From an optimization exercise on the open Yosys and OpenROAD flow, aimed at small area; shortcuts taken in it are not production practice. Function was checked by simulation only, so behaviour that the tests miss may differ from the original. Power and IR drop assume default switching activity.

--- flow/config.mk ---
export PLATFORM = sky130hd
export DESIGN_NAME = modbus_rtu_master
export DESIGN_NICKNAME = modbus_rtu_master
export VERILOG_FILES = /design/flow/design.v
export SDC_FILE = /design/flow/constraint.sdc
export NUM_CORES = 4
export LEC_CHECK = 0
export CAP_MARGIN = 20
export CORE_MARGIN = 2
export CORE_UTILIZATION = 40
export SLEW_MARGIN = 40
--- flow/constraint.sdc ---
create_clock -name core_clock -period 12.5 [get_ports {clk}]
set_input_delay 2.5000 -clock core_clock [delete_from_list [all_inputs] [get_ports {clk}]]
set_output_delay 2.5000 -clock core_clock [all_outputs]
set_load 0.01 [all_outputs]
--- flow/design.v ---
module modbus_rtu_master (
	input         clk,
	input         reset,
	input         RX,
	input  [15:0] data_300_1,
	input  [15:0] data_301_1,
	input  [15:0] data_302_1,
	input  [15:0] data_303_1,
	input  [15:0] data_304_1,
	input  [15:0] data_305_1,
	input  [15:0] data_306_1,
	input  [15:0] data_307_1,
	input  [15:0] data_308_1,
	input  [15:0] data_309_1,
	input  [15:0] data_300_2,
	input  [15:0] data_301_2,
	input  [15:0] data_302_2,
	input  [15:0] data_303_2,
	input  [15:0] data_304_2,
	input  [15:0] data_305_2,
	input  [15:0] data_306_2,
	input  [15:0] data_307_2,
	input  [15:0] data_308_2,
	input  [15:0] data_309_2,
	output [15:0] data_340_1,
	output [15:0] data_341_1,
	output [15:0] data_342_1,
	output [15:0] data_343_1,
	output [15:0] data_344_1,
	output [15:0] data_345_1,
	output [15:0] data_346_1,
	output [15:0] data_347_1,
	output [15:0] data_348_1,
	output [15:0] data_349_1,
	output [15:0] data_340_2,
	output [15:0] data_341_2,
	output [15:0] data_342_2,
	output [15:0] data_343_2,
	output [15:0] data_344_2,
	output [15:0] data_345_2,
	output [15:0] data_346_2,
	output [15:0] data_347_2,
	output [15:0] data_348_2,
	output [15:0] data_349_2,
	output        TX,
	output        DE,
	output        connection,
	output [15:0] error_code,
	output [15:0] error_cnt
);
reg rx_meta, rx_syn;
always @(posedge clk) begin
	if (reset) begin
		rx_meta <= 1'b0;
		rx_syn  <= 1'b0;
	end
	else begin
		rx_meta <= RX;
		rx_syn  <= rx_meta;
	end
end
reg [4:0] f_pos, f_neg;
reg       rx_f;
always @(posedge clk) begin
	if (reset) begin
		f_pos <= 5'd0;
		f_neg <= 5'd0;
		rx_f  <= 1'b0;
	end
	else begin
		if (rx_syn) begin
			f_neg <= 5'd0;
			f_pos <= f_pos + 5'd1;
		end
		else begin
			f_neg <= f_neg + 5'd1;
			f_pos <= 5'd0;
		end
		if (f_pos > 5'd20) begin
			rx_f  <= 1'b1;
			f_pos <= 5'd20;
		end
		if (f_neg > 5'd20) begin
			rx_f  <= 1'b0;
			f_neg <= 5'd20;
		end
	end
end
reg        DE_r;
wire       urx_rst = reset | DE_r;
reg  [3:0] urx_st;
reg        urx_prev, urx_run, update_rx;
reg  [7:0] rxb;
reg  [15:0] crc;
reg        crc_init, crc_act;
reg  [2:0] crc_k;
reg  [3:0] rs;
reg  [7:0] adr_rx, n_data, data_hi;
reg  [6:0] nod;
reg  [2:0] ack_cnt;
reg        lo_ok, crc_validate, reset_crc_rx, answer, rprev0, rprev1, sm, ss;
reg  [15:0] error_code_r, error_cnt_r;
reg        connection_r;
reg [17:0] tC;
reg        tR;
reg  [4:0] ts;
reg        start_tx, start_delay, sdd, tprev0, tprev1, sel;
reg  [3:0] num_reg;
reg  [1:0] dd_cnt;
reg [15:0] dbuf;
reg  [3:0] utx_st;
reg        TX_r, busy, utx_prev;
reg  [6:0] ucnt;
wire [6:0] urx_cnt = rprev0 ? 7'd0 : ucnt;
wire [6:0] utx_cnt = rprev0 ? ucnt : 7'd0;
reg  [6:0] urx_cnt_n, utx_cnt_n;
always @(*) begin
	urx_cnt_n = urx_run ? urx_cnt + 7'd1 : 7'd0;
	if (urx_cnt == 7'd80) urx_cnt_n = 7'd0;
	if (urx_st == 4'd0 && !rx_f && urx_prev) urx_cnt_n = 7'd40;
	if (urx_rst) urx_cnt_n = 7'd0;
	utx_cnt_n = (utx_st != 4'd0) ? utx_cnt + 7'd1 : 7'd0;
	if (utx_cnt == 7'd80) utx_cnt_n = 7'd0;
	if (reset) utx_cnt_n = 7'd0;
end
always @(posedge clk) begin
	ucnt <= DE_r ? utx_cnt_n : urx_cnt_n;
end
always @(posedge clk) begin
	if (urx_rst) begin
		urx_st    <= 4'd0;
		urx_prev  <= 1'b0;
		urx_run   <= 1'b0;
		update_rx <= 1'b0;
	end
	else begin
		urx_prev <= rx_f;
		if (urx_cnt == 7'd80) begin
			urx_st  <= urx_st + 4'd1;
		end
		case (urx_st)
			4'd0: if (!rx_f && urx_prev) urx_run <= 1'b1;
			4'd1: update_rx <= 1'b0;
			4'd2, 4'd3, 4'd4, 4'd5, 4'd6, 4'd7, 4'd8, 4'd9: ;
			4'd10: begin
				if (rx_f) update_rx <= 1'b1;
				urx_run <= 1'b0;
				urx_st  <= 4'd0;
			end
			default: urx_st <= 4'd0;
		endcase
	end
end
wire urx_sample = !urx_rst && urx_st >= 4'd2 && urx_st <= 4'd9 && urx_cnt == 7'd0;
wire reset_crc_tx = ts >= 5'd10 && ts <= 5'd13 || ts >= 5'd20;
wire reset_eff = DE_r ? reset_crc_tx : reset_crc_rx;
wire rx_edge   = update_rx && !rprev1;
wire rx_ev     = rx_edge && !reset_crc_rx;
wire utx_bit   = utx_st >= 4'd2 && utx_st <= 4'd9;
wire tx_step   = DE_r && utx_bit && utx_cnt == 7'd0;
wire do_step   = !reset_eff && (crc_act || tx_step);
reg  [7:0] cur_byte;
wire [2:0] utx_idx = utx_st[2:0] - 3'd2;
wire tx_bit    = cur_byte[utx_idx];
wire sbit      = crc_act ? rxb[0] : tx_bit;
wire [15:0] cb = crc_init ? 16'hFFFF : crc;
wire [15:0] cn = {1'b0, cb[15:1]} ^ ((cb[0] ^ sbit) ? 16'hA001 : 16'h0000);
always @(posedge clk) begin
	if (reset || reset_eff) begin
		crc_init <= 1'b1;
		crc_act  <= 1'b0;
	end
	else begin
		if (rx_ev) begin
			crc_act <= 1'b1;
			crc_k   <= 3'd0;
		end
		else if (crc_act) begin
			crc_k <= crc_k + 3'd1;
			if (crc_k == 3'd7) crc_act <= 1'b0;
		end
		if (do_step) crc_init <= 1'b0;
	end
end
always @(posedge clk) begin
	if (do_step) crc <= cn;
end
always @(posedge clk) begin
	if (urx_sample)
		rxb <= {rx_f, rxb[7:1]};
	else if (do_step && crc_act)
		rxb <= {rxb[0], rxb[7:1]};
end
localparam [3:0] R_IDLE = 4'd0, ID_DEF = 4'd1, FUNC_DEF = 4'd2,
                 ERROR_0 = 4'd3, ERROR_1 = 4'd4, ERROR_2 = 4'd5, ACK = 4'd6,
                 READ_0 = 4'd7, READ_1 = 4'd8, READ_2 = 4'd9, READ_3 = 4'd10,
                 READ_4 = 4'd11, READ_5 = 4'd12;
wire symb_clr   = rx_edge && rs >= FUNC_DEF && rs <= READ_4;
wire main_fire  = tR && tC[16] && tC[13] && tC[12] && tC[11] && tC[7] && !tC[0];
wire symb_fire  = !tR && tC[17] && tC[16] && tC[15] && tC[13] && tC[11] && tC[8] && tC[7] && !tC[0];
wire delay_done = &tC[12:8] && tC[6];
always @(posedge clk) begin
	if (reset) begin
		tC <= 18'd0;
		tR <= 1'b0;
	end
	else begin
		tR <= sm;
		if (sm)
			tC <= (tR ? tC : 18'd0) + 18'd1;
		else if (ss)
			tC <= symb_clr ? 18'd0 : (tR ? 18'd0 : tC) + 18'd1;
		else if (start_delay)
			tC <= delay_done ? 18'd0 : tC + 18'd1;
		else
			tC <= 18'd0;
	end
end
always @(posedge clk) begin
	if (reset) begin
		error_cnt_r  <= 16'h0000;
		sm           <= 1'b0;
		ss           <= 1'b0;
		rs           <= R_IDLE;
		adr_rx       <= 8'h00;
		n_data       <= 8'h00;
		crc_validate <= 1'b0;
		reset_crc_rx <= 1'b0;
		error_code_r <= 16'h0000;
		connection_r <= 1'b0;
		answer       <= 1'b0;
		lo_ok        <= 1'b0;
		ack_cnt      <= 3'b000;
		nod          <= 7'h00;
		rprev0       <= 1'b0;
		rprev1       <= 1'b0;
	end
	else begin
		answer <= 1'b0;
		rprev0 <= DE_r;
		rprev1 <= update_rx;
		if (main_fire) begin
			error_cnt_r       <= error_cnt_r + 16'h0001;
			rs                <= R_IDLE;
			error_code_r[3:0] <= 4'b0001;
			sm                <= 1'b0;
			connection_r      <= 1'b0;
		end
		if (symb_fire) begin
			error_cnt_r       <= error_cnt_r + 16'h0001;
			rs                <= R_IDLE;
			error_code_r[3:0] <= 4'b0010;
			ss                <= 1'b0;
			connection_r      <= 1'b0;
			n_data            <= 8'h00;
		end
		case (rs)
			R_IDLE: begin
				ss           <= 1'b0;
				crc_validate <= 1'b0;
				answer       <= 1'b1;
				if (!DE_r && rprev0) begin
					rs           <= ID_DEF;
					sm           <= 1'b1;
					reset_crc_rx <= 1'b0;
				end
				else
					reset_crc_rx <= 1'b1;
			end
			ID_DEF: if (rx_edge) begin
				rs     <= FUNC_DEF;
				sm     <= 1'b0;
				ss     <= 1'b1;
				adr_rx <= rxb;
			end
			FUNC_DEF: if (rx_edge) begin
				if (rxb == 8'h10)
					rs <= ACK;
				else if (rxb == 8'h03)
					rs <= READ_0;
				else
					rs <= ERROR_0;
			end
			ERROR_0: if (rx_edge) rs <= ERROR_1;
			ERROR_1: if (rx_edge) begin
				lo_ok        <= rxb == crc[7:0];
				reset_crc_rx <= 1'b1;
				rs           <= ERROR_2;
			end
			ERROR_2: if (rx_edge) begin
				if (lo_ok && rxb == crc[15:8])
					error_code_r <= {adr_rx, data_hi[3:0], 4'b0000};
				else
					error_code_r[3:0] <= 4'b0100;
				error_cnt_r  <= error_cnt_r + 16'h0001;
				connection_r <= 1'b0;
				rs           <= R_IDLE;
			end
			ACK: if (rx_edge) begin
				if (ack_cnt == 3'b101) begin
					ack_cnt      <= 3'b000;
					rs           <= R_IDLE;
					reset_crc_rx <= 1'b1;
				end
				else
					ack_cnt <= ack_cnt + 3'b001;
			end
			READ_0: if (rx_edge) begin
				nod    <= rxb[7:1];
				n_data <= 8'h00;
				rs     <= READ_1;
			end
			READ_1: if (rx_edge) begin
				n_data <= n_data + 8'h01;
				rs     <= READ_2;
			end
			READ_2: if (rx_edge) begin
				if (n_data == {1'b0, nod})
					rs <= READ_3;
				else
					rs <= READ_1;
			end
			READ_3: if (rx_edge) begin
				lo_ok        <= rxb == crc[7:0];
				reset_crc_rx <= 1'b1;
				rs           <= READ_4;
			end
			READ_4: if (rx_edge) begin
				if (lo_ok && rxb == crc[15:8]) begin
					crc_validate <= 1'b1;
					n_data       <= 8'h01;
					error_code_r <= 16'h0000;
					connection_r <= 1'b1;
					rs           <= READ_5;
				end
				else begin
					error_cnt_r       <= error_cnt_r + 16'h0001;
					error_code_r[3:0] <= 4'b0100;
					connection_r      <= 1'b0;
					rs                <= R_IDLE;
				end
			end
			READ_5: begin
				if (n_data == {1'b0, nod})
					rs <= R_IDLE;
				else
					n_data <= n_data + 8'h01;
			end
			default: rs <= R_IDLE;
		endcase
	end
end
always @(posedge clk) begin
	if (rx_edge && (rs == READ_1 || rs == ERROR_0)) data_hi <= rxb;
end
reg [159:0] rbuf;
wire buf_we = rx_edge && rs == READ_2 && !symb_fire;
always @(posedge clk) begin
	if (buf_we && n_data == 8'd1) rbuf[15:0] <= {data_hi, rxb};
	if (buf_we && n_data == 8'd2) rbuf[31:16] <= {data_hi, rxb};
	if (buf_we && n_data == 8'd3) rbuf[47:32] <= {data_hi, rxb};
	if (buf_we && n_data == 8'd4) rbuf[63:48] <= {data_hi, rxb};
	if (buf_we && n_data == 8'd5) rbuf[79:64] <= {data_hi, rxb};
	if (buf_we && n_data == 8'd6) rbuf[95:80] <= {data_hi, rxb};
	if (buf_we && n_data == 8'd7) rbuf[111:96] <= {data_hi, rxb};
	if (buf_we && n_data == 8'd8) rbuf[127:112] <= {data_hi, rxb};
	if (buf_we && n_data == 8'd9) rbuf[143:128] <= {data_hi, rxb};
	if (buf_we && n_data == 8'd10) rbuf[159:144] <= {data_hi, rxb};
end
reg [3:0] cp_idx;
reg       cp_sl;
always @(posedge clk) begin
	if (crc_validate && (adr_rx == 8'd1 || adr_rx == 8'd2) && n_data >= 8'd1 && n_data <= 8'd10) begin
		cp_idx <= n_data[3:0];
		cp_sl  <= adr_rx[1];
	end
	else
		cp_idx <= 4'd0;
end
reg [15:0] data_340_1_r;
reg [15:0] data_340_2_r;
reg [15:0] data_341_1_r;
reg [15:0] data_341_2_r;
reg [15:0] data_342_1_r;
reg [15:0] data_342_2_r;
reg [15:0] data_343_1_r;
reg [15:0] data_343_2_r;
reg [15:0] data_344_1_r;
reg [15:0] data_344_2_r;
reg [15:0] data_345_1_r;
reg [15:0] data_345_2_r;
reg [15:0] data_346_1_r;
reg [15:0] data_346_2_r;
reg [15:0] data_347_1_r;
reg [15:0] data_347_2_r;
reg [15:0] data_348_1_r;
reg [15:0] data_348_2_r;
reg [15:0] data_349_1_r;
reg [15:0] data_349_2_r;
always @(posedge clk) begin
	if (reset) data_340_1_r <= 16'h0000;
	else if (cp_idx == 4'd1 && cp_sl == 1'b0) data_340_1_r <= rbuf[15:0];
end
assign data_340_1 = data_340_1_r;
always @(posedge clk) begin
	if (reset) data_340_2_r <= 16'h0000;
	else if (cp_idx == 4'd1 && cp_sl == 1'b1) data_340_2_r <= rbuf[15:0];
end
assign data_340_2 = data_340_2_r;
always @(posedge clk) begin
	if (reset) data_341_1_r <= 16'h0000;
	else if (cp_idx == 4'd2 && cp_sl == 1'b0) data_341_1_r <= rbuf[31:16];
end
assign data_341_1 = data_341_1_r;
always @(posedge clk) begin
	if (reset) data_341_2_r <= 16'h0000;
	else if (cp_idx == 4'd2 && cp_sl == 1'b1) data_341_2_r <= rbuf[31:16];
end
assign data_341_2 = data_341_2_r;
always @(posedge clk) begin
	if (reset) data_342_1_r <= 16'h0000;
	else if (cp_idx == 4'd3 && cp_sl == 1'b0) data_342_1_r <= rbuf[47:32];
end
assign data_342_1 = data_342_1_r;
always @(posedge clk) begin
	if (reset) data_342_2_r <= 16'h0000;
	else if (cp_idx == 4'd3 && cp_sl == 1'b1) data_342_2_r <= rbuf[47:32];
end
assign data_342_2 = data_342_2_r;
always @(posedge clk) begin
	if (reset) data_343_1_r <= 16'h0000;
	else if (cp_idx == 4'd4 && cp_sl == 1'b0) data_343_1_r <= rbuf[63:48];
end
assign data_343_1 = data_343_1_r;
always @(posedge clk) begin
	if (reset) data_343_2_r <= 16'h0000;
	else if (cp_idx == 4'd4 && cp_sl == 1'b1) data_343_2_r <= rbuf[63:48];
end
assign data_343_2 = data_343_2_r;
always @(posedge clk) begin
	if (reset) data_344_1_r <= 16'h0000;
	else if (cp_idx == 4'd5 && cp_sl == 1'b0) data_344_1_r <= rbuf[79:64];
end
assign data_344_1 = data_344_1_r;
always @(posedge clk) begin
	if (reset) data_344_2_r <= 16'h0000;
	else if (cp_idx == 4'd5 && cp_sl == 1'b1) data_344_2_r <= rbuf[79:64];
end
assign data_344_2 = data_344_2_r;
always @(posedge clk) begin
	if (reset) data_345_1_r <= 16'h0000;
	else if (cp_idx == 4'd6 && cp_sl == 1'b0) data_345_1_r <= rbuf[95:80];
end
assign data_345_1 = data_345_1_r;
always @(posedge clk) begin
	if (reset) data_345_2_r <= 16'h0000;
	else if (cp_idx == 4'd6 && cp_sl == 1'b1) data_345_2_r <= rbuf[95:80];
end
assign data_345_2 = data_345_2_r;
always @(posedge clk) begin
	if (reset) data_346_1_r <= 16'h0000;
	else if (cp_idx == 4'd7 && cp_sl == 1'b0) data_346_1_r <= rbuf[111:96];
end
assign data_346_1 = data_346_1_r;
always @(posedge clk) begin
	if (reset) data_346_2_r <= 16'h0000;
	else if (cp_idx == 4'd7 && cp_sl == 1'b1) data_346_2_r <= rbuf[111:96];
end
assign data_346_2 = data_346_2_r;
always @(posedge clk) begin
	if (reset) data_347_1_r <= 16'h0000;
	else if (cp_idx == 4'd8 && cp_sl == 1'b0) data_347_1_r <= rbuf[127:112];
end
assign data_347_1 = data_347_1_r;
always @(posedge clk) begin
	if (reset) data_347_2_r <= 16'h0000;
	else if (cp_idx == 4'd8 && cp_sl == 1'b1) data_347_2_r <= rbuf[127:112];
end
assign data_347_2 = data_347_2_r;
always @(posedge clk) begin
	if (reset) data_348_1_r <= 16'h0000;
	else if (cp_idx == 4'd9 && cp_sl == 1'b0) data_348_1_r <= rbuf[143:128];
end
assign data_348_1 = data_348_1_r;
always @(posedge clk) begin
	if (reset) data_348_2_r <= 16'h0000;
	else if (cp_idx == 4'd9 && cp_sl == 1'b1) data_348_2_r <= rbuf[143:128];
end
assign data_348_2 = data_348_2_r;
always @(posedge clk) begin
	if (reset) data_349_1_r <= 16'h0000;
	else if (cp_idx == 4'd10 && cp_sl == 1'b0) data_349_1_r <= rbuf[159:144];
end
assign data_349_1 = data_349_1_r;
always @(posedge clk) begin
	if (reset) data_349_2_r <= 16'h0000;
	else if (cp_idx == 4'd10 && cp_sl == 1'b1) data_349_2_r <= rbuf[159:144];
end
assign data_349_2 = data_349_2_r;
localparam [4:0] T_IDLE = 5'd0, ST0 = 5'd1, ST1 = 5'd2, ST2 = 5'd3, ST3 = 5'd4,
                 ST4 = 5'd5, ST5 = 5'd6, ST6 = 5'd7, ST7 = 5'd8, ST8 = 5'd9,
                 ST9 = 5'd10, ST10 = 5'd11, ST11 = 5'd12, ST12 = 5'd13,
                 ST13 = 5'd14, ST14 = 5'd15, ST15 = 5'd16, ST16 = 5'd17,
                 ST17 = 5'd18, ST18 = 5'd19, ST19 = 5'd20, ST20 = 5'd21,
                 ST21 = 5'd22;
wire busy_fall = !busy && tprev0;
wire ans_rise  = answer && !tprev1;
always @(posedge clk) begin
	if (reset) begin
		start_tx     <= 1'b0;
		ts           <= T_IDLE;
		DE_r         <= 1'b1;
		num_reg      <= 4'd1;
		dd_cnt       <= 2'b00;
		start_delay  <= 1'b0;
		sdd          <= 1'b0;
		tprev0       <= 1'b0;
		tprev1       <= 1'b0;
		sel          <= 1'b0;
	end
	else begin
		if (start_delay && delay_done)
			start_delay <= 1'b0;
		if (sdd) begin
			if (&dd_cnt) begin
				dd_cnt <= 2'b00;
				sdd    <= 1'b0;
			end
			else
				dd_cnt <= dd_cnt + 2'b01;
		end
		tprev0 <= busy;
		tprev1 <= answer;
		case (ts)
			T_IDLE: begin
				if (!start_delay) ts <= ST0;
			end
			ST0, ST1, ST2, ST3, ST4, ST5, ST6, ST9, ST13, ST14, ST15, ST16, ST17, ST19: begin
				if (busy_fall) begin
					ts       <= ts + 5'd1;
					start_tx <= 1'b0;
				end
				else
					start_tx <= 1'b1;
			end
			ST7: begin
				if (busy_fall) begin
					ts       <= ST8;
					start_tx <= 1'b0;
				end
				else if (!sdd)
					start_tx <= 1'b1;
			end
			ST8: begin
				if (busy_fall) begin
					if (num_reg == 4'd10) begin
						ts           <= ST9;
						num_reg      <= 4'd1;
					end
					else begin
						num_reg <= num_reg + 4'd1;
						sdd     <= 1'b1;
						ts      <= ST7;
					end
					start_tx <= 1'b0;
				end
				else
					start_tx <= 1'b1;
			end
			ST10, ST20: begin
				if (busy_fall) begin
					ts       <= ts + 5'd1;
					start_tx <= 1'b0;
					DE_r     <= 1'b0;
				end
				else
					start_tx <= 1'b1;
			end
			ST11: if (ans_rise) begin
				DE_r        <= 1'b1;
				start_delay <= 1'b1;
				ts          <= ST12;
			end
			ST12: if (!start_delay) begin
				ts           <= ST13;
			end
			ST18: begin
				if (busy_fall) begin
					ts           <= ST19;
					start_tx     <= 1'b0;
				end
				else
					start_tx <= 1'b1;
			end
			ST21: if (ans_rise) begin
				DE_r        <= 1'b1;
				sel         <= ~sel;
				start_delay <= 1'b1;
				ts          <= T_IDLE;
			end
			default: ts <= T_IDLE;
		endcase
	end
end
reg [15:0] din_sel;
always @(*) begin
	case ({sel, num_reg})
	{1'b0, 4'd1}: din_sel = data_300_1;
	{1'b0, 4'd2}: din_sel = data_301_1;
	{1'b0, 4'd3}: din_sel = data_302_1;
	{1'b0, 4'd4}: din_sel = data_303_1;
	{1'b0, 4'd5}: din_sel = data_304_1;
	{1'b0, 4'd6}: din_sel = data_305_1;
	{1'b0, 4'd7}: din_sel = data_306_1;
	{1'b0, 4'd8}: din_sel = data_307_1;
	{1'b0, 4'd9}: din_sel = data_308_1;
	{1'b0, 4'd10}: din_sel = data_309_1;
	{1'b1, 4'd1}: din_sel = data_300_2;
	{1'b1, 4'd2}: din_sel = data_301_2;
	{1'b1, 4'd3}: din_sel = data_302_2;
	{1'b1, 4'd4}: din_sel = data_303_2;
	{1'b1, 4'd5}: din_sel = data_304_2;
	{1'b1, 4'd6}: din_sel = data_305_2;
	{1'b1, 4'd7}: din_sel = data_306_2;
	{1'b1, 4'd8}: din_sel = data_307_2;
	{1'b1, 4'd9}: din_sel = data_308_2;
	{1'b1, 4'd10}: din_sel = data_309_2;
	default: din_sel = 16'h0000;
	endcase
end
wire dsmp = (ts == ST6 && utx_st == 4'd10 && utx_cnt == 7'd80) || (sdd && dd_cnt == 2'd1);
always @(posedge clk) begin
	if (dsmp) dbuf <= din_sel;
end
always @(*) begin
	case (ts)
		ST0, ST13:   cur_byte = sel ? 8'h02 : 8'h01;
		ST1:         cur_byte = 8'h10;
		ST2, ST15:   cur_byte = 8'h01;
		ST3:         cur_byte = 8'h2C;
		ST5, ST18:   cur_byte = 8'h0A;
		ST6:         cur_byte = 8'h14;
		ST7:         cur_byte = dbuf[15:8];
		ST8:         cur_byte = dbuf[7:0];
		ST9, ST19:   cur_byte = crc[7:0];
		ST10, ST20:  cur_byte = crc[15:8];
		ST14:        cur_byte = 8'h03;
		ST16:        cur_byte = 8'h54;
		default:     cur_byte = 8'h00;
	endcase
end
always @(posedge clk) begin
	if (reset) begin
		utx_st   <= 4'd0;
		TX_r     <= 1'b1;
		busy     <= 1'b0;
		utx_prev <= 1'b0;
	end
	else begin
		utx_prev <= start_tx;
		if (utx_cnt == 7'd80) begin
			utx_st  <= (utx_st == 4'd10) ? 4'd0 : utx_st + 4'd1;
		end
		case (utx_st)
			4'd0: begin
				TX_r <= 1'b1;
				busy <= 1'b0;
				if (start_tx && !utx_prev) utx_st <= 4'd1;
			end
			4'd1: begin
				TX_r <= 1'b0;
				busy <= 1'b1;
			end
			4'd2, 4'd3, 4'd4, 4'd5, 4'd6, 4'd7, 4'd8, 4'd9:
				TX_r <= tx_bit;
			4'd10: TX_r <= 1'b1;
			default: utx_st <= 4'd0;
		endcase
	end
end
assign TX         = TX_r;
assign DE         = DE_r;
assign connection = connection_r;
assign error_code = error_code_r;
assign error_cnt  = error_cnt_r;
endmodule
--- flow/flow/run.sh ---
#!/bin/bash
set -euo pipefail
export BUFFER_PORTS_ARGS="-buffer_cell sky130_fd_sc_hd__buf_1"
export CTS_ARGS="-sink_clustering_enable -repair_clock_nets -dont_use_dummy_load"
bash standard.sh finish > standard_sh.log 2>&1
--- flow/standard.sh ---
#!/bin/bash
# synth_recipe.tcl (not shown) runs the flow's synth.tcl, then flattens the netlist and writes it again
# the make line also repeats each setting of config.mk as NAME=value (left out here)
make -C /OpenROAD-flow-scripts/flow DESIGN_CONFIG=/design/flow/config.mk WORK_HOME=/design/flow/orfs CLKGATE_MAP_FILE= SYNTH_SCRIPT=/design/flow/synth_recipe.tcl "${@:-finish}"
==> results of run 1 <==
-- cell families (layout without fill, tap and decap cells) --
kind of cell               after synthesis  in the layout  share of synthesized area
AOI/OAI and AO/OA                      727            727                      0.164
xor gates and xnor gates                81             81                     0.0253
adders and majority gates               31             31                     0.0139
buffers and inverters                  220            862                     0.0308
DFF                                    680            680                      0.562
muxes                                   26             26                    0.00939
other                                    0              7                          0
and+or+nand+nor                       1246           1246                      0.194
-- worst max-delay path by stage --
stage,slack (ps),endpoint,start,cells after the start
2_1_floorplan,8690,crc_k[0],reset,5
3_3_place_gp,7720,data_341_1_r[3],reset,4
3_5_place_dp,7900,data_344_1_r[12],reset,5
4_1_cts,8540,data_348_2_r[14],reset,5
5_1_grt,8370,data_344_2_r[9],reset,5
6_report,8490,data_346_1_r[14],reset,5
-- power breakdown --
part           internal (mW)  switching (mW)  total [mW]  leakage, nW
combinational          0.107           0.175       0.282         4.15
clock                   1.01           0.791        1.80        0.887
sequential              2.28          0.0223        2.30         5.10
total                   3.39           0.988        4.38         10.1
-- stage by stage --
step | setup WS (ps) | instance area, um^2 | hold WS (ps) | cells
floorplan | 8690 | 28000 | 414 | 3011
global placement | 7720 | 31600 | 442 | 4505
detailed placement | 7900 | 31700 | 446 | 4512
CTS | 8540 | 33500 | 451 | 4584
global route | 8370 | 33600 | 469 | 4585
finish | 8490 | 33600 | 452 | 4591
-- worst max-delay path, cell delays in order --
cell and delay [ps]:
clkbuf_4 210, buf_12 420, buf_16 370, buf_6 640
a21oi_1 90
-- per-layer routing --
metal  part of all wire  global-route usage
met5                  0                   0
met4              0.026              0.0758
met3              0.079              0.0497
met2               0.45               0.442
met1               0.45               0.415
-- synth_stat cells (all sizes together) (4+ instances only) --
library cell and n:
a2111oi 7, nand2b 26, o21bai 4, a22o 57, nor2 178, buf 15, or3 10, xnor2 50
a211o 5, or2 19, nor3b 5, ha 31, o22ai 6, nand3 61, nand4 36, a22oi 71
a31oi 13, or4 4, dfxtp 468, nand3b 10, nand2 753, o31ai 6, mux2i 24, clkbuf 156
o21ai 42, and3 23, edfxtp 212, nor2b 35, a222oi 8, nor3 35, xor2 31, nor4 19
inv 49, a21oi 391, a21o 4, a211oi 30, a221oi 50, and2 16
-- layout by cell type (no fill, tap or decap), types with 24 or more instances in the layout --
master / netlist / final
a22oi_1: 71 / 71
xor2_1: 31 / 31
buf_4: 2 / 54
nand2b_1: 26 / 26
nor2b_1: 35 / 34
nand4_1: 36 / 36
xnor2_1: 50 / 50
buf_1: 4 / 676
a211oi_1: 29 / 29
mux2i_1: 24 / 24
a221oi_1: 50 / 50
nand2_1: 753 / 753
nand3_1: 61 / 61
a22o_1: 57 / 57
inv_1: 48 / 48
ha_1: 31 / 31
nor2_1: 178 / 169
o21ai_0: 34 / 33
nor3_1: 33 / 24
dfxtp_1: 468 / 466
a21oi_1: 391 / 391
edfxtp_1: 212 / 212
clkbuf_16: 0 / 72
-- cell type report --
cell class              count  share of cell area
diodes                      7            0.000522
clock buffers              72              0.0537
inverters                  49             0.00548
multi-input cells        2111               0.345
flip-flops and latches    680               0.469
well taps                 931              0.0347
repair buffers            741              0.0923
==> impl_metrics.toml, run 1 <==
[critical_path]
crit_arrival_ps = 4450
critPathRequiredTime_ps = 12940
r2r_cells = 9
r2r-start = "ts[1]"
cp_max_fo = 109
reg2reg_slack_ps = 9290
crit_path_end_kind = "flop"
crit_path_start_kind = "input pin"
crit_type = "input pin to flop"
r2r_end = "crc[15]"

[synth]
syn-cell-area_mm2 = 0.0280
synth-warning-count = 1
synth_nets = 3365
synth_top_area_cell = "dfxtp_1"
ys_seq_area_frac = 0.562
avgSynthCellArea_um2 = 9.29
synth_enable_flop_cells = 212
synth_top_area_frac = 0.335
synth_flop_cell = "dfxtp_1"
synthDistinctLibCells = 81
synth.area.top_cells = "dfxtp_1, edfxtp_1, nand2_1"
ys_ff_latch = 680
synthCells = 3011
async_reset_ff_frac = 0

[flow_run]
cap_violations = 0

[finish]
seq_area_mm2 = 0.0157
syn_to_final_growth_pct = 20.0
nets = 4009
utilization = 0.487
fillers = 6754
top_register = "rbuf"
multi_input_area_mm2 = 0.0116
top_regs = "rbuf x160, tC x18"
largest_reg_flops = 160
drive_gt1_frac = 0.0542

[worst_hold_path]
whs_path_depth = 2
holdCritPathClass = "flop to flop"
holdPathEnd = "data_341_2_r[9]"
hold_path.startpoint = "data_341_2_r[9]"

[power]
p_per_area_mw_per_mm2 = 131
p_total_mw = 4.38
p_leak_nw = 10.1
ir_drop_mv = 0.0680

[clocking]
cts_tree = "done"
htreeDepth = 3
clock_latency_ps = 610
ctsHoldBuffers = 0
clock_sinks = 680
path_clk_slew_ps = 60
clock_path_buffers = 3
numCtsBuffers = 72
cts_root_buf = "clkbuf_16"
post_cts_buffers = 0
cts_resized = 0

[routing]
vias_per_cell = 5.53
routedWlPerCell_um = 23.2
drc = 0
wirelength_um = 107000
drt_first_pass_iters = 6
via_count = 25400
postRouteAntennaNets = 0
drt_iter0_drc = 2662

[sta]
setup-violations-final = 0
clock_skew_ps = 53.5
period_minus_slack_ps = 4010
fin_setup_tns_ps = 0
period_share = 0.321
finalMaxSlewViolations = 0
tightestPinTransition_ps = 862
fmax_mhz = 249
relSlewSlack = 0.420
grt_setup_unrepaired = "false"
hold_violations = 0

[floorplanning]
die_h_um = 269
die_area_mm2 = 0.0721
rows = 96
die_w_um = 269
num_io_pins = 678
start_util = 0.406
coreArea_mm2 = 0.0689

[place]
portBuffers = 677
globalplace.congestion = 0.987
hpwlAfterDp_um = 77900

[global_route]
grt_max_degree = 110
grt_pass1_wl_um = 154000
grt_pass1_vias = 23500
grt_usage = 0.287
overflow = 0
antenna_found_initial = 5

[status]
status = "complete, no violations"
==> run 2: changes to the inputs <==
==> flow/flow/run.sh (replaced) <==
#!/bin/bash
set -euo pipefail
export BUFFER_PORTS_ARGS="-buffer_cell sky130_fd_sc_hd__buf_1"
export CTS_ARGS="-sink_clustering_enable -repair_clock_nets -dont_use_dummy_load -buf_list {sky130_fd_sc_hd__clkbuf_8} -sink_clustering_size 15 -sink_clustering_max_diameter 60"
bash standard.sh finish > standard_sh.log 2>&1
==> run 2 against run 1 <==
Critical path depth decreased by 4. Sequential power is essentially flat. Still clean. Final cell count shrank 0.46%. Wire length decreased by 0.52%. Highest routed layer is now met5. Via count fell by 0.14%. Largest cell class unchanged. Fmax rose by 1.7%. Sequential share of layout area is 1.5 points higher. First-iteration DRC count grew 1.0%. Critical endpoint is now DE. Area after synthesis unchanged.
==> impl_metrics.toml, run 2 <==
[synth]
ys_seq_area_frac = 0.562
synth_flop_cell = "dfxtp_1"
avgSynthCellArea_um2 = 9.29
synthDistinctLibCells = 81
synth_top_area_cell = "dfxtp_1"
synth.most_common_cell = "nand2_1"
synth_enable_flop_cells = 212
synth-warning-count = 1
synth_top_area_frac = 0.335
yosys-top-cells-count = "nand2_1, dfxtp_1, a21oi_1, edfxtp_1, nor2_1"
synth.area.top_cells = "dfxtp_1, edfxtp_1, nand2_1"
ys_ff_latch = 680
syn-cell-area_mm2 = 0.0280
synth_nets = 3365
synthCells = 3011
async_reset_ff_frac = 0

[global_route]
gr-usage-met2 = 0.445
busiest_layer = "met2"
grt_pass1_vias = 23300
antenna_found_initial = 4
grt_max_degree = 110
overflow = 0
grt_pass1_wl_um = 153000
grt_usage = 0.284
grtUsageMet3 = 0.0470
use_met1 = 0.414

[power]
combPwrFrac = 0.078
p_total_mw = 3.65
p_seq_frac = 0.629
swShare = 0.242
power_switching_mw = 0.883
p_leak_nw = 9.64
p_per_area_mw_per_mm2 = 112
clockPowerShare = 0.293
p_int_mw = 2.77
ir_drop_mv = 0.0707

[sta]
grt_setup_unrepaired = "false"
period_minus_slack_ps = 3950
finalMaxSlewViolations = 0
fin_setup_tns_ps = 0
setup_slack_ps = 8550
hold_violations = 0
relSlewSlack = 0.412
tightestPinTransition_ps = 878
fmax_mhz = 253
clock_skew_ps = 126
whs_ps = 452
setup-violations-final = 0
period_share = 0.316

[critical_path]
cp_top_family = "flip-flops"
slowest_delay_ps = 570
r2r-start = "ts[2]"
cpMaxStageDelayCell = "dfxtp_1"
crit_path_end_kind = "primary output"
reg2reg_slack_ps = 9290
r2r_cells = 8
crit_arrival_ps = 1450
crit_type = "flop to primary output"
crit_buf_inv = 1
path_cells = "buf_1"
r2r_end = "crc[15]"
cp_max_fo = 10
critPathRequiredTime_ps = 10000
crit_path_start_kind = "flop"

[floorplanning]
num_io_pins = 678
start_util = 0.406
rows = 96
die_area_mm2 = 0.0721
die_w_um = 269
coreArea_mm2 = 0.0689
die_h_um = 269

[finish]
top_register = "rbuf"
layout_common_cells = "nand2_1, buf_1, dfxtp_1"
largest_reg_flops = 160
utilization = 0.472
design_area_mm2 = 0.0325
syn_to_final_growth_pct = 16.2
drive_gt1_frac = 0.0495
top_regs = "rbuf x160, tC x18"
final_common_cell = "nand2_1"
final_cells = 4570
fillers = 6907
nets = 3991

[worst_hold_path]
holdCritPathClass = "flop to flop"
whs_path_depth = 2
holdPathEnd = "data_348_1_r[15]"
hold_path.startpoint = "rbuf[143]"

[place]
globalplace.congestion = 0.987
dp_slack_ps = 7900
dp_cells = 4512
place_area_mm2 = 0.0317
portBuffers = 677
hpwlAfterDp_um = 77900

[routing]
drt_first_pass_iters = 5
via_count = 25300
routedWlPerCell_um = 23.2
drt_iter0_drc = 2689
wirelength_um = 106000
postRouteAntennaNets = 0
vias_per_cell = 5.54
drc = 0

[clocking]
cts_root_buf = "clkbuf_8"
post_cts_buffers = 0
clock_latency_ps = 710
ctsHoldBuffers = 0
htreeDepth = 2
cts_resized = 0
clock_path_buffers = 3
numCtsBuffers = 54
clock_sinks = 680
cts_tree = "done"
path_clk_slew_ps = 100

[flow_run]
cap_violations = 0

[status]
status = "complete, no violations"
## run 2: area by class of cell
cell class	instances	area (um^2)	area share
repair buffers	741	3100	0.0953
clock buffers	54	743	0.0229
well taps	931	1160	0.0358
diodes	4	10.0	0.000308
flip-flops and latches	680	15700	0.484
multi-input cells	2111	11600	0.356
inverters	49	184	0.00566
## run 2: power groups by stage
stage               Clock, mW  Combinational, mW  Sequential [mW]
global placement            0              0.272             2.35
floorplan                   0              0.180             2.33
detailed placement          0              0.274             2.35
CTS                      1.11              0.275             2.29
finish                   1.07              0.283             2.30
global route             1.19              0.305             2.30
## run 2: kinds of logic after synthesis
family                     Yosys count  synth area share
and+or+nand+nor                   1246             0.194
adders and majority gates           31            0.0139
buffers and inverters              220            0.0308
AOI/OAI and AO/OA                  727             0.164
DFF                                680             0.562
muxes                               26           0.00939
xor gates and xnor gates            81            0.0253
## run 2: metal layers
layer	share of wire	vias up
met1	0.45	12300
li1	-	11800
met3	0.082	108
met4	0.018	2
met5	0.00012	-
met2	0.45	1081
## run 2: how the worst max path moves through the flow
stage	startpoint	endpoint	slack, ps	cells past startpoint
final	DE_r	DE	8550	1
after global routing	DE_r	DE	8440	1
after CTS	DE_r	DE	8470	1
after detailed placement	reset	data_344_1_r[12]	7900	5
after global placement	reset	data_341_1_r[3]	7720	4
after floorplan	reset	crc_k[0]	8690	5
==> run 3: changes to the inputs <==
--- a/flow/config.mk
+++ b/flow/config.mk
@@ -7,5 +7,5 @@
 export LEC_CHECK = 0
 export CAP_MARGIN = 20
 export CORE_MARGIN = 2
-export CORE_UTILIZATION = 40
-export SLEW_MARGIN = 40
+export CORE_UTILIZATION = 50
+export SLEW_MARGIN = 25
==> run 3 against run 2 <==
Hold slack improved by 3.5 ps. Flip-flop and latch count is the same. Sequential share of layout area increased by 0.68 points. Final cell count down 4.3%. Largest cell class unchanged. Critical path depth is 4 higher. Die area shrank 20%. Setup slack got worse by 1300 ps. Sequential power hardly changed. Count of clock-buffer cells in the layout is the same. Still clean.
==> impl_metrics.toml, run 3 <==
[status]
status = "complete, no violations"

[critical_path]
cp_max_fo = 100
reg2reg_slack_ps = 8930
r2r-start = "ts[2]"
crit_path_end_kind = "flop"
crit_arrival_ps = 5770
r2r_end = "crc[15]"
crit_type = "input pin to flop"
critPathRequiredTime_ps = 12990
r2r_cells = 7
crit_path_start_kind = "input pin"

[sta]
clock_skew_ps = 58.6
fmax_mhz = 189
hold_violations = 0
fin_setup_tns_ps = 0
setup-violations-final = 0
relSlewSlack = 0.277
period_minus_slack_ps = 5290
grt_setup_unrepaired = "false"
period_share = 0.423
tightestPinTransition_ps = 1080
finalMaxSlewViolations = 0

[routing]
postRouteAntennaNets = 0
vias_per_cell = 5.92
drt_iter0_drc = 2601
via_count = 25900
wirelength_um = 107000
drc = 0
routedWlPerCell_um = 24.4
drt_first_pass_iters = 8

[finish]
largest_reg_flops = 160
seq_area_mm2 = 0.0157
layout_common_cells = "nand2_1, buf_1, dfxtp_1"
nets = 3974
top_register = "rbuf"
design_area_mm2 = 0.0321
multi_input_area_mm2 = 0.0115
drive_gt1_frac = 0.0448
top_regs = "rbuf x160, tC x18"
fillers = 5054
syn_to_final_growth_pct = 14.6
final_common_cell = "nand2_1"

[floorplanning]
coreArea_mm2 = 0.0552
num_io_pins = 678
die_w_um = 241
die_h_um = 241
die_area_mm2 = 0.0579
rows = 86
start_util = 0.507

[global_route]
grt_pass1_wl_um = 153000
grt_pass1_vias = 23800
overflow = 0
antenna_found_initial = 11
grt_usage = 0.356
grt_max_degree = 115

[power]
p_per_area_mw_per_mm2 = 114
power_switching_mw = 0.876
p_seq_frac = 0.632
swShare = 0.241
clockPowerShare = 0.294
ir_drop_mv = 0.0664
combPwrFrac = 0.075
p_leak_nw = 9.52
p_int_mw = 2.76

[synth]
synth_enable_flop_cells = 212
synthDistinctLibCells = 81
synth-warning-count = 1
synth_top_area_frac = 0.335
yosys-top-cells-count = "nand2_1, dfxtp_1, a21oi_1, edfxtp_1, nor2_1"
synth.area.top_cells = "dfxtp_1, edfxtp_1, nand2_1"
synth_nets = 3365
ys_ff_latch = 680
synth.most_common_cell = "nand2_1"
ys_seq_area_frac = 0.562
synthCells = 3011
synth_flop_cell = "dfxtp_1"
avgSynthCellArea_um2 = 9.29
async_reset_ff_frac = 0
synth_top_area_cell = "dfxtp_1"
syn-cell-area_mm2 = 0.0280

[place]
place_area_mm2 = 0.0313
globalplace.congestion = 1.03
hpwlAfterDp_um = 80300
portBuffers = 677

[clocking]
htreeDepth = 2
clock_latency_ps = 660
post_cts_buffers = 0
clock_path_buffers = 3
numCtsBuffers = 54
clock_sinks = 680
path_clk_slew_ps = 90
cts_resized = 0
cts_root_buf = "clkbuf_8"
ctsHoldBuffers = 0
cts_tree = "done"

[worst_hold_path]
holdPathEnd = "data_341_2_r[2]"
hold_path.startpoint = "data_341_2_r[2]"
holdCritPathClass = "flop to flop"
whs_path_depth = 2

[flow_run]
cap_violations = 0
-- run 3: cell count changes in the layout (fill, tap and decap cells not counted), moves of 2 or more --
| cell | previous run | this run |
|---|---|---|
| nor3_2 | 8 | 6 |
| nor4_4 | 2 | 0 |
| diode_2 | 4 | 9 |
| buf_6 | 5 | 1 |
| nor2_2 | 9 | 12 |
| buf_8 | 3 | 0 |
| buf_4 | 54 | 46 |
| nor3_1 | 24 | 26 |
| nor2_1 | 169 | 166 |
-- run 3: how the worst max path moves through the flow --
stage	startpoint	to	slack (ps)
after floorplan	reset	crc_k[0]	8690
after global placement	reset	data_346_1_r[8]	6750
after detailed placement	reset	data_344_2_r[5]	6650
after CTS	reset	data_341_1_r[14]	7360
after global routing	reset	data_341_1_r[11]	7070
final	reset	data_341_1_r[11]	7210
-- run 3: cell families after synthesis --
group,share of synthesized area
and+or+nand+nor,0.194
AOI/OAI and AO/OA,0.164
DFF,0.562
buffers and inverters,0.0308
xor gates and xnor gates,0.0253
adders and majority gates,0.0139
muxes,0.00939
-- run 3: worst max-delay path, stage by stage --
cell,delay (ps)
clkbuf_4,510
buf_4,710
buf_4,870
buf_4,930
a21oi_1,120
-- run 3: through the flow --
stage	util	setup slack [ps]	cells	hold slack (ps)	power (mW)
3_3_place_gp	0.566	6750	4312	439	2.60
6_report	0.581	7210	4375	456	3.64
4_1_cts	0.580	7360	4366	457	3.65
3_5_place_dp	0.566	6650	4312	446	2.61
2_1_floorplan	-	8690	3011	414	2.51
5_1_grt	0.580	7070	4368	474	3.76
-- run 3: cell type report --
class / instances / area share
inverter: 49 / 0.00574
timing repair buffer: 724 / 0.0905
clock buffer: 54 / 0.0232
tap: 748 / 0.0292
sequential: 680 / 0.491
multi-input combinational: 2111 / 0.360
antenna: 9 / 0.000702
-- run 3: layer usage --
metal  GRT usage  vias to the layer above  wire length [um]
met2       0.560                     1341             48400
met4      0.0988                        8              3120
li1            -                    11800                 -
met3      0.0891                      194             11200
met5           0                        -                45
met1       0.489                    12600             44100
-- run 3: power by group through the flow --
stage | registers [mW] | clock network (mW) | logic [mW]
5_1_grt | 2.30 | 1.16 | 0.289
2_1_floorplan | 2.33 | 0 | 0.180
6_report | 2.30 | 1.07 | 0.272
4_1_cts | 2.30 | 1.09 | 0.264
3_3_place_gp | 2.35 | 0 | 0.255
3_5_place_dp | 2.35 | 0 | 0.262
==> run 4: changes to the inputs <==
==> flow/flow/run.sh (replaced) <==
#!/bin/bash
set -euo pipefail
export BUFFER_PORTS_ARGS="-buffer_cell sky130_fd_sc_hd__buf_1"
export CTS_ARGS="-sink_clustering_enable -repair_clock_nets -dont_use_dummy_load -buf_list {sky130_fd_sc_hd__clkbuf_4} -sink_clustering_size 8 -sink_clustering_max_diameter 50"
bash standard.sh finish > standard_sh.log 2>&1
--- a/flow/config.mk
+++ b/flow/config.mk
@@ -7,5 +7,5 @@
 export LEC_CHECK = 0
 export CAP_MARGIN = 20
 export CORE_MARGIN = 2
-export CORE_UTILIZATION = 50
-export SLEW_MARGIN = 25
+export CORE_UTILIZATION = 40
+export SLEW_MARGIN = 40
==> run 4 against run 3 <==
Largest cell class unchanged. Largest power group unchanged. Setup slack improved by 1100 ps. Sequential power about the same. Critical endpoint is now DE. Clock skew increased by 66 ps. Still clean on timing, DRC and antenna. Highest routed layer is now met4. Flip-flop and latch count unchanged. First-iteration DRC count decreased by 4.2%.
==> impl_metrics.toml, run 4 <==
[status]
status = "complete, no violations"

[sta]
fmax_mhz = 238
relSlewSlack = 0.409
whs_ps = 430
finalMaxSlewViolations = 0
period_minus_slack_ps = 4210
clock_skew_ps = 125
setup-violations-final = 0
period_share = 0.337
fin_setup_tns_ps = 0
tightestPinTransition_ps = 878
hold_violations = 0
grt_setup_unrepaired = "false"

[worst_hold_path]
hold_path.startpoint = "answer"
holdPathEnd = "tprev1"
whs_path_depth = 1
holdCritPathClass = "flop to flop"

[routing]
drt_first_pass_iters = 6
vias_per_cell = 5.55
drt_iter0_drc = 2491
via_count = 25600
drc = 0
wirelength_um = 107000
postRouteAntennaNets = 0
routedWlPerCell_um = 23.1

[place]
portBuffers = 677
hpwlAfterDp_um = 77900
dp_cells = 4512
globalplace.congestion = 0.987
place_area_mm2 = 0.0317

[clocking]
cts_resized = 0
htreeDepth = 3
clock_latency_ps = 890
post_cts_buffers = 0
path_clk_slew_ps = 90
cts_tree = "done"
ctsHoldBuffers = 0
numCtsBuffers = 98
clock_sinks = 680
cts_root_buf = "clkbuf_4"
clock_path_buffers = 3

[finish]
seq_area_mm2 = 0.0157
layout_common_cells = "nand2_1, buf_1, dfxtp_1"
top_register = "rbuf"
drive_gt1_frac = 0.0612
final_cells = 4616
largest_reg_flops = 160
top_regs = "rbuf x160, tC x18"
multi_input_area_mm2 = 0.0116
fillers = 6932
design_area_mm2 = 0.0325
syn_to_final_growth_pct = 16.2
nets = 4035
final_common_cell = "nand2_1"

[synth]
synth-warning-count = 1
synth_top_area_frac = 0.335
synth.area.top_cells = "dfxtp_1, edfxtp_1, nand2_1"
synth_flop_cell = "dfxtp_1"
synth_nets = 3365
synth_simple_gate_area_frac = 0.194
synth_compound_area_frac = 0.164
synth_fa_ha_area_frac = 0.0139
synth_top_family_by_area = "simple AND/OR/NAND/NOR gates"
synthDistinctLibCells = 81
synth_enable_flop_cells = 212
synth.most_common_cell = "nand2_1"
ys_seq_area_frac = 0.562
yosys-top-cells-count = "nand2_1, dfxtp_1, a21oi_1, edfxtp_1, nor2_1"
synth_top_area_cell = "dfxtp_1"
syn-cell-area_mm2 = 0.0280
ys_ff_latch = 680
synth-xor-area-share = 0.0253
synthMuxAreaShare = 0.00939
avgSynthCellArea_um2 = 9.29
async_reset_ff_frac = 0
synthCells = 3011

[floorplanning]
coreArea_mm2 = 0.0689
rows = 96
die_area_mm2 = 0.0721
start_util = 0.406
num_io_pins = 678
die_h_um = 269
die_w_um = 269

[critical_path]
path_cells = "buf_1"
crit_path_start_kind = "flop"
cp_max_fo = 10
r2r_end = "rbuf[36]"
crit_path_end_kind = "primary output"
crit_type = "flop to primary output"
crit_arrival_ps = 1710
cp_top_family = "flip-flops"
reg2reg_slack_ps = 9250
critPathRequiredTime_ps = 10000
r2r-start = "tR"
cpMaxStageDelayCell = "dfxtp_1"
crit_path_start = "DE_r"
r2r_cells = 7
crit_buf_inv = 1
slowest_delay_ps = 580

[global_route]
grt_max_degree = 110
grt_usage = 0.287
grt_pass1_vias = 23700
grt_pass1_wl_um = 154000
antenna_found_initial = 3
overflow = 0

[power]
power_switching_mw = 0.912
clockPowerShare = 0.294
swShare = 0.250
p_per_area_mw_per_mm2 = 112
combPwrFrac = 0.077
ir_drop_mv = 0.0481
p_leak_nw = 9.70
p_seq_frac = 0.629
p_int_mw = 2.74

[flow_run]
cap_violations = 0
## run 4: cell types whose count changed in the layout (fill, tap and decap cells not counted), moves of 2 or more
cell and change:
clkbuf_4 +98, clkbuf_8 -54, buf_4 +8, buf_6 +4, buf_8 +3, diode_2 -3
nor2_1 +2, nor2_2 -2, nor3_1 -2, nor3_2 +2, nor4_4 +2
## run 4: area by class of cell
class | count | share of cell area
inverters | 49 | 0.00566
multi-input cells | 2111 | 0.356
flip-flops and latches | 680 | 0.484
clock buffers | 98 | 0.0226
diodes | 6 | 0.000462
repair buffers | 741 | 0.0953
well taps | 931 | 0.0358
## run 4: kinds of logic (layout without fill, tap and decap cells)
family / after synthesis / in the layout
compound gates: 727 / 727
simple gates: 1246 / 1246
fa+ha+maj: 31 / 31
other cells: 0 / 6
mux: 26 / 26
xor+xnor: 81 / 81
flops: 680 / 680
buf+inv: 220 / 888
## run 4: worst max path at each step
stage / cells after the start / to
6_report: 1 / DE
3_3_place_gp: 4 / data_341_1_r[3]
2_1_floorplan: 5 / crc_k[0]
5_1_grt: 1 / DE
3_5_place_dp: 5 / data_344_1_r[12]
4_1_cts: 1 / DE
## run 4: metal layers
| metal | vias up | track usage | routed length [um] |
|---|---|---|---|
| li1 | 11900 | - | - |
| met1 | 12400 | 0.415 | 47000 |
| met4 | 0 | 0.0749 | 2540 |
| met2 | 1170 | 0.445 | 48200 |
| met3 | 157 | 0.0463 | 8920 |
| met5 | - | 0 | 0 |
## run 4: power groups by stage
stage | Clock [mW] | Combinational [mW] | Sequential, mW
global route | 1.19 | 0.305 | 2.30
floorplan | 0 | 0.180 | 2.33
finish | 1.07 | 0.282 | 2.30
global placement | 0 | 0.272 | 2.35
CTS | 1.11 | 0.276 | 2.29
detailed placement | 0 | 0.274 | 2.35
## run 4: per-stage QoR
stage	worst slack [ps]	power (mW)	util
floorplan	8690	2.51	-
global placement	7720	2.62	0.458
detailed placement	7900	2.62	0.460
CTS	8210	3.68	0.471
global route	8200	3.79	0.471
finish	8290	3.65	0.472

==> re-timing with driven ports <==
The results above use ideal ports. As a check the final layouts listed here were re-extracted and re-timed, cells and wires unchanged.
Step 1 (the two cells are an assumption about what drives the block):
set clk [get_ports {clk}]
set_driving_cell -lib_cell sky130_fd_sc_hd__clkbuf_16 $clk
set_driving_cell -lib_cell sky130_fd_sc_hd__buf_2 [delete_from_list [all_inputs] $clk]
Step 2, shift: input delay + t, output delay - t, t = (earliest + latest rising clock arrival at the registers) / 2. This alone moves slack from input paths to output paths.
Three values: ideal ports, drivers, drivers and shift; two values: the first two.
run	t, ns	setup slack, ns	worst hold slack (ns)
run 1	0.649	8.485 / 8.517 / 7.869	0.452 / 0.452 / 0.452
run 2	0.711	8.553 / 8.492 / 7.919	0.452 / 0.452 / 0.452
run 3	0.704	7.213 / 7.245 / 6.541	0.456 / 0.456 / 0.456
run 4	0.893	8.290 / 8.229 / 7.897	0.430 / 0.430 / 0.430
After both steps setup and hold are still met in every run listed. For run 3, which loses most, drivers alone change the setup slack by +0.032 ns; drivers and shift together by -0.672 ns.
